What follows belongs to an exercise in optimizing a design on an open flow for small area, a short achievable clock period and few clock cycles; a production flow would make more cautious choices. Where RTL was checked, it was by simulation tests only, not by an equivalence proof against the original.

==> umber <==
==> flow/design.v (excerpt) <==
module mic_4r4c(input wire 	   clk,
		input wire 	   reset,
		input wire 	   R0I_TVALID,
		output wire 	   R0I_TREADY,
		input wire [63:0]  R0I_TDATA,
		input wire 	   R0I_TLAST,
		output wire 	   R0O_TVALID,
		input wire 	   R0O_TREADY,
		output wire [63:0] R0O_TDATA,
		output wire 	   R0O_TLAST,
		input wire 	   R1I_TVALID,
		output wire 	   R1I_TREADY,
		input wire [63:0]  R1I_TDATA,
		input wire 	   R1I_TLAST,
		output wire 	   R1O_TVALID,
		input wire 	   R1O_TREADY,
		output wire [63:0] R1O_TDATA,
		output wire 	   R1O_TLAST,
		input wire 	   R2I_TVALID,
		output wire 	   R2I_TREADY,
		input wire [63:0]  R2I_TDATA,
		input wire 	   R2I_TLAST,
		output wire 	   R2O_TVALID,
		input wire 	   R2O_TREADY,
		output wire [63:0] R2O_TDATA,
		output wire 	   R2O_TLAST,
		input wire 	   R3I_TVALID,
		output wire 	   R3I_TREADY,
		input wire [63:0]  R3I_TDATA,
		input wire 	   R3I_TLAST,
		output wire 	   R3O_TVALID,
		input wire 	   R3O_TREADY,
		output wire [63:0] R3O_TDATA,
		output wire 	   R3O_TLAST,
		output wire 	   C0O_TVALID,
		input wire 	   C0O_TREADY,
		output wire [63:0] C0O_TDATA,
		output wire 	   C0O_TLAST,
		input wire 	   C0I_TVALID,
		output wire 	   C0I_TREADY,
		input wire [63:0]  C0I_TDATA,
		input wire 	   C0I_TLAST,
		output wire 	   C1O_TVALID,
		input wire 	   C1O_TREADY,
		output wire [63:0] C1O_TDATA,
		output wire 	   C1O_TLAST,
		input wire 	   C1I_TVALID,
		output wire 	   C1I_TREADY,
		input wire [63:0]  C1I_TDATA,
		input wire 	   C1I_TLAST,
		output wire 	   C2O_TVALID,
		input wire 	   C2O_TREADY,
		output wire [63:0] C2O_TDATA,
		output wire 	   C2O_TLAST,
		input wire 	   C2I_TVALID,
		output wire 	   C2I_TREADY,
		input wire [63:0]  C2I_TDATA,
		input wire 	   C2I_TLAST,
		output wire 	   C3O_TVALID,
		input wire 	   C3O_TREADY,
		output wire [63:0] C3O_TDATA,
		output wire 	   C3O_TLAST,
		input wire 	   C3I_TVALID,
		output wire 	   C3I_TREADY,
		input wire [63:0]  C3I_TDATA,
		input wire 	   C3I_TLAST
		);
Settings: LEC_CHECK=0, CAP_MARGIN=20, CORE_MARGIN=2, CORE_UTILIZATION=40, SLEW_MARGIN=20; clock period 5.0 ns.
run.sh (not shown) runs the stock make flow with config.mk's settings and CLKGATE_MAP_FILE= SYNTH_SCRIPT=/design/flow/synth_recipe.tcl, a recipe that flattens the netlist after the stock synthesis.
==> yarrow (differences from umber) <==
--- a/flow/design.v
+++ b/flow/design.v
@@ -5,76 +5,83 @@
 		input wire [255:0]  i_data,
 		input wire [3:0]    i_last,
 		output wire [3:0]   o_valid,
 		input wire [3:0]    o_ready,
 		output wire [255:0] o_data,
-		output wire [3:0]   o_last);
+		output wire [3:0]   o_last,
+		output wire [3:0]   hgo,
+		output wire [7:0]   hdst,
+		input wire [3:0]    park_v,
+		input wire [7:0]    park_sel);
    parameter REQ = 1;
-   reg [3:0] act;
    reg [3:0] first;
-   reg [7:0] route;
-   wire [3:0] hdr = ~act | first;
-   reg [3:0]   hreq [0:3];	 
-   reg [3:0]   own  [0:3];	 
-   reg [3:0]   gnt  [0:3];	 
+   reg [3:0] busy;
+   reg [3:0] sel [0:3];		 
+   reg [1:0]   hd [0:3];	 
+   reg [3:0]   ok [0:3];	 
+   reg [3:0]   wt [0:3];	 
    reg [255:0] xd;		 
-   reg [1:0]   hdest [0:3];
-   reg [3:0]   rdy;
+   reg [3:0]   rdy, tk;
    reg [3:0]   ovalid, olast;
    reg [255:0] odata;
+   reg [7:0]   hdst_r;
    integer     i, j;
    always @(*) begin
       for (i = 0; i < 4; i = i + 1) begin
-	 hdest[i] = REQ ? i_data[64*i+30 +: 2] : i_data[64*i+48 +: 2];
+	 hd[i] = REQ ? i_data[64*i+30 +: 2] : i_data[64*i+48 +: 2];
+	 hdst_r[2*i +: 2] = hd[i];
 	 xd[64*i +: 64] = i_data[64*i +: 64];
-	 if (hdr[i]) begin
+	 if (first[i]) begin
 	    if (REQ)
 	      xd[64*i+48 +: 8] = {i_data[64*i+48 +: 6], i[1:0]};
 	    else
 	      xd[64*i+48 +: 8] = {2'b00, i_data[64*i+50 +: 6]};
 	 end
       end
       for (j = 0; j < 4; j = j + 1) begin
-	 for (i = 0; i < 4; i = i + 1) begin
-	    hreq[j][i] = ~act[i] & i_valid[i] & (hdest[i] == j);
-	    own[j][i]  = act[i] & (route[2*i +: 2] == j);
-	 end
-	 gnt[j] = own[j];
-	 if (own[j] == 4'b0) begin
-	    if (hreq[j][0])      gnt[j] = 4'b0001;
-	    else if (hreq[j][1]) gnt[j] = 4'b0010;
-	    else if (hreq[j][2]) gnt[j] = 4'b0100;
-	    else if (hreq[j][3]) gnt[j] = 4'b1000;
-	 end
-	 ovalid[j] = |(gnt[j] & i_valid);
-	 olast[j]  = |(gnt[j] & i_last);
+	 for (i = 0; i < 4; i = i + 1)
+	   ok[j][i] = sel[j][i] & (first[i] ? (hd[i] == j) : busy[j]);
+	 ovalid[j] = |(ok[j] & i_valid);
+	 olast[j]  = |(sel[j] & i_last);
 	 odata[64*j +: 64] = 64'h0;
 	 for (i = 0; i < 4; i = i + 1)
-	   if (gnt[j][i]) odata[64*j +: 64] = odata[64*j +: 64] | xd[64*i +: 64];
+	   if (sel[j][i]) odata[64*j +: 64] = odata[64*j +: 64] | xd[64*i +: 64];
       end
-      for (i = 0; i < 4; i = i + 1)
-	rdy[i] = (gnt[0][i] & o_ready[0]) | (gnt[1][i] & o_ready[1]) |
-		 (gnt[2][i] & o_ready[2]) | (gnt[3][i] & o_ready[3]);
+      for (i = 0; i < 4; i = i + 1) begin
+	 rdy[i] = (ok[0][i] & o_ready[0]) | (ok[1][i] & o_ready[1]) |
+		  (ok[2][i] & o_ready[2]) | (ok[3][i] & o_ready[3]);
+	 tk[i] = i_valid[i] & rdy[i];
+      end
+      for (j = 0; j < 4; j = j + 1)
+	for (i = 0; i < 4; i = i + 1)
+	  wt[j][i] = i_valid[i] & first[i] & (hd[i] == j) & ~sel[j][i];
    end
    assign o_valid = ovalid;
    assign o_last  = olast;
    assign o_data  = odata;
    assign i_ready = rdy;
-   wire [3:0] granted = gnt[0] | gnt[1] | gnt[2] | gnt[3];
+   assign hgo     = tk & first;
+   assign hdst    = hdst_r;
+   wire [3:0] otake = ovalid & o_ready;
+   wire [3:0] busy_n = (otake & ~olast) | (~otake & (busy | ovalid));
    always @(posedge clk) begin
-      for (i = 0; i < 4; i = i + 1) begin
-	 if (!act[i]) begin
-	    route[2*i +: 2] <= hdest[i];
-	    first[i] <= ~rdy[i];
-	    act[i] <= i_valid[i] & granted[i] & ~(rdy[i] & i_last[i]);
-	 end else if (i_valid[i] & rdy[i]) begin
-	    first[i] <= 1'b0;
-	    if (i_last[i]) act[i] <= 1'b0;
-	 end
+      for (i = 0; i < 4; i = i + 1)
+	if (tk[i]) first[i] <= i_last[i];
+      busy <= busy_n;
+      for (j = 0; j < 4; j = j + 1)
+	if (!busy_n[j]) begin
+	   if (wt[j][0])      sel[j] <= 4'b0001;
+	   else if (wt[j][1]) sel[j] <= 4'b0010;
+	   else if (wt[j][2]) sel[j] <= 4'b0100;
+	   else if (wt[j][3]) sel[j] <= 4'b1000;
+	   else if (park_v[j]) sel[j] <= 4'b0001 << park_sel[2*j +: 2];
+	end
+      if (reset) begin
+	 first <= 4'b1111;
+	 busy <= 4'b0000;
+	 for (j = 0; j < 4; j = j + 1) sel[j] <= 4'b0001;
       end
-      if (reset)
-	act <= 4'b0;
    end
 endmodule
 module mic_4r4c(input wire 	   clk,
 		input wire 	   reset,
 		input wire 	   R0I_TVALID,
@@ -143,30 +150,38 @@
 		input wire 	   C3I_TLAST
 		);
    wire [3:0]   rq_ov, rs_ov, rq_ol, rs_ol;
    wire [255:0] rq_od, rs_od;
    wire [3:0]   rq_ir, rs_ir;
+   wire [3:0]   rq_hgo;
+   wire [7:0]   rq_hdst;
+   wire [3:0]   rs_fin = rs_ov & rs_ol & {R3O_TREADY, R2O_TREADY, R1O_TREADY, R0O_TREADY};
+   wire [1:0]   rs_fin_id = rs_fin[0] ? 2'd0 : rs_fin[1] ? 2'd1 : rs_fin[2] ? 2'd2 : 2'd3;
    i_merge4 #(.REQ(1)) REQ_XBAR
      (.clk(clk), .reset(reset),
       .i_valid({R3I_TVALID, R2I_TVALID, R1I_TVALID, R0I_TVALID}),
       .i_ready(rq_ir),
       .i_data({R3I_TDATA, R2I_TDATA, R1I_TDATA, R0I_TDATA}),
       .i_last({R3I_TLAST, R2I_TLAST, R1I_TLAST, R0I_TLAST}),
       .o_valid(rq_ov),
       .o_ready({C3O_TREADY, C2O_TREADY, C1O_TREADY, C0O_TREADY}),
       .o_data(rq_od),
-      .o_last(rq_ol));
+      .o_last(rq_ol),
+      .hgo(rq_hgo), .hdst(rq_hdst),
+      .park_v({4{|rs_fin}}), .park_sel({4{rs_fin_id}}));
    i_merge4 #(.REQ(0)) RSP_XBAR
      (.clk(clk), .reset(reset),
       .i_valid({C3I_TVALID, C2I_TVALID, C1I_TVALID, C0I_TVALID}),
       .i_ready(rs_ir),
       .i_data({C3I_TDATA, C2I_TDATA, C1I_TDATA, C0I_TDATA}),
       .i_last({C3I_TLAST, C2I_TLAST, C1I_TLAST, C0I_TLAST}),
       .o_valid(rs_ov),
       .o_ready({R3O_TREADY, R2O_TREADY, R1O_TREADY, R0O_TREADY}),
       .o_data(rs_od),
-      .o_last(rs_ol));
+      .o_last(rs_ol),
+      .hgo(), .hdst(),
+      .park_v(rq_hgo), .park_sel(rq_hdst));
    assign {R3I_TREADY, R2I_TREADY, R1I_TREADY, R0I_TREADY} = rq_ir;
    assign {C3I_TREADY, C2I_TREADY, C1I_TREADY, C0I_TREADY} = rs_ir;
    assign {C3O_TVALID, C2O_TVALID, C1O_TVALID, C0O_TVALID} = rq_ov;
    assign {C3O_TLAST, C2O_TLAST, C1O_TLAST, C0O_TLAST} = rq_ol;
    assign {C3O_TDATA, C2O_TDATA, C1O_TDATA, C0O_TDATA} = rq_od;
==> flow/flow/run.sh (new file) <==
#!/bin/bash
# Standard ORFS layout, with two changes to how it is made:
#  - IO pins are placed by flow/pins.tcl (each data bit's pins side by side)
#    before ORFS's pin placer runs, which then has nothing left to place;
#  - port buffers are buf_2 cells instead of the default choice.
set -uo pipefail
bash standard.sh \
  "PRE_IO_PLACEMENT_TCL=$PWD/flow/pins.tcl" \
  "BUFFER_PORTS_ARGS=-buffer_cell sky130_fd_sc_hd__buf_2" \
  finish > standard.log 2>&1
==> flow/flow/pins.tcl (new file) <==
# Place every IO pin: request half on the top edge, response half on the
# bottom edge, each data bit's 8 pins side by side, control pins in the middle.
set block [ord::get_db_block]
set die [$block getDieArea]
set dbu [[$block getTech] getDbUnitsPerMicron]
set W [expr {double([$die xMax]) / $dbu}]
set H [expr {double([$die yMax]) / $dbu}]

proc edge_list {side} {
  set L {}
  if {$side eq "top"} {
    set ins {R0I R1I R2I R3I}; set outs {C0O C1O C2O C3O}
    set bits {}
    for {set b 0} {$b < 32} {incr b} { lappend bits $b }
    lappend bits ctl
    for {set b 32} {$b < 64} {incr b} { lappend bits $b }
  } else {
    set ins {C0I C1I C2I C3I}; set outs {R0O R1O R2O R3O}
    set bits {}
    for {set b 18} {$b < 50} {incr b} { lappend bits $b }
    lappend bits ctl
    for {set b 50} {$b < 64} {incr b} { lappend bits $b }
    for {set b 0} {$b < 18} {incr b} { lappend bits $b }
  }
  foreach b $bits {
    if {$b eq "ctl"} {
      foreach k {0 1 2 3} {
        set i [lindex $ins $k]; set o [lindex $outs $k]
        lappend L ${i}_TVALID ${i}_TLAST ${i}_TREADY ${o}_TVALID ${o}_TLAST ${o}_TREADY
      }
    } else {
      foreach k {0 1 2 3} {
        lappend L "[lindex $ins $k]_TDATA\[$b\]" "[lindex $outs $k]_TDATA\[$b\]"
      }
    }
  }
  return $L
}

# met2 tracks: pitch 0.46 um, offset 0.23 um
foreach side {top bottom} {
  set L [edge_list $side]
  set n [llength $L]
  set ntr [expr {int(($W - 0.46) / 0.46)}]
  set step [expr {$ntr / $n}]
  if {$step < 1} { set step 1 }
  set first [expr {($ntr - ($n - 1) * $step) / 2}]
  set y [expr {$side eq "top" ? $H : 0}]
  set k 0
  foreach p $L {
    set x [expr {0.23 + 0.46 * ($first + $k * $step)}]
    place_pin -pin_name $p -layer met2 -location [list $x $y] -force_to_die_boundary
    incr k
  }
}
# met3 tracks: pitch 0.68 um, offset 0.34 um
set ym [expr {0.34 + 0.68 * int($H / 2 / 0.68)}]
place_pin -pin_name clk -layer met3 -location [list 0 $ym] -force_to_die_boundary
place_pin -pin_name reset -layer met3 -location [list $W $ym] -force_to_die_boundary
==> flow/standard.sh (new file) <==
#!/bin/bash
# synth_recipe.tcl (not shown) runs the flow's synth.tcl, then flattens the netlist and writes it again
# the make line also repeats each setting of config.mk as NAME=value (left out here)
make -C /OpenROAD-flow-scripts/flow DESIGN_CONFIG=/design/flow/config.mk WORK_HOME=/design/flow/orfs CLKGATE_MAP_FILE= SYNTH_SCRIPT=/design/flow/synth_recipe.tcl "${@:-finish}"
- CORE_AREA: default -> 2 2 268 148
- CORE_MARGIN: 2 -> default
- CORE_UTILIZATION: 40 -> default
- DIE_AREA: default -> 0 0 270 150
- SETUP_SLACK_MARGIN: default -> 2.0
removed: flow/run.sh
==> comparison <==
- Of yarrow and umber, yarrow has the higher synthesized cell count (gap about 7%, measured against umber).
- Between umber and yarrow, the lower area after synthesis is in umber (gap 9.3%, measured against yarrow).
- umber died in 3_2_place_iop on PPL-0024. yarrow ended with an error in 5_1_grt on GRT-0116.
Testbench counts of yarrow, summed over its fixed seeds: cycles 9,374.
No functional check of the RTL was part of umber.
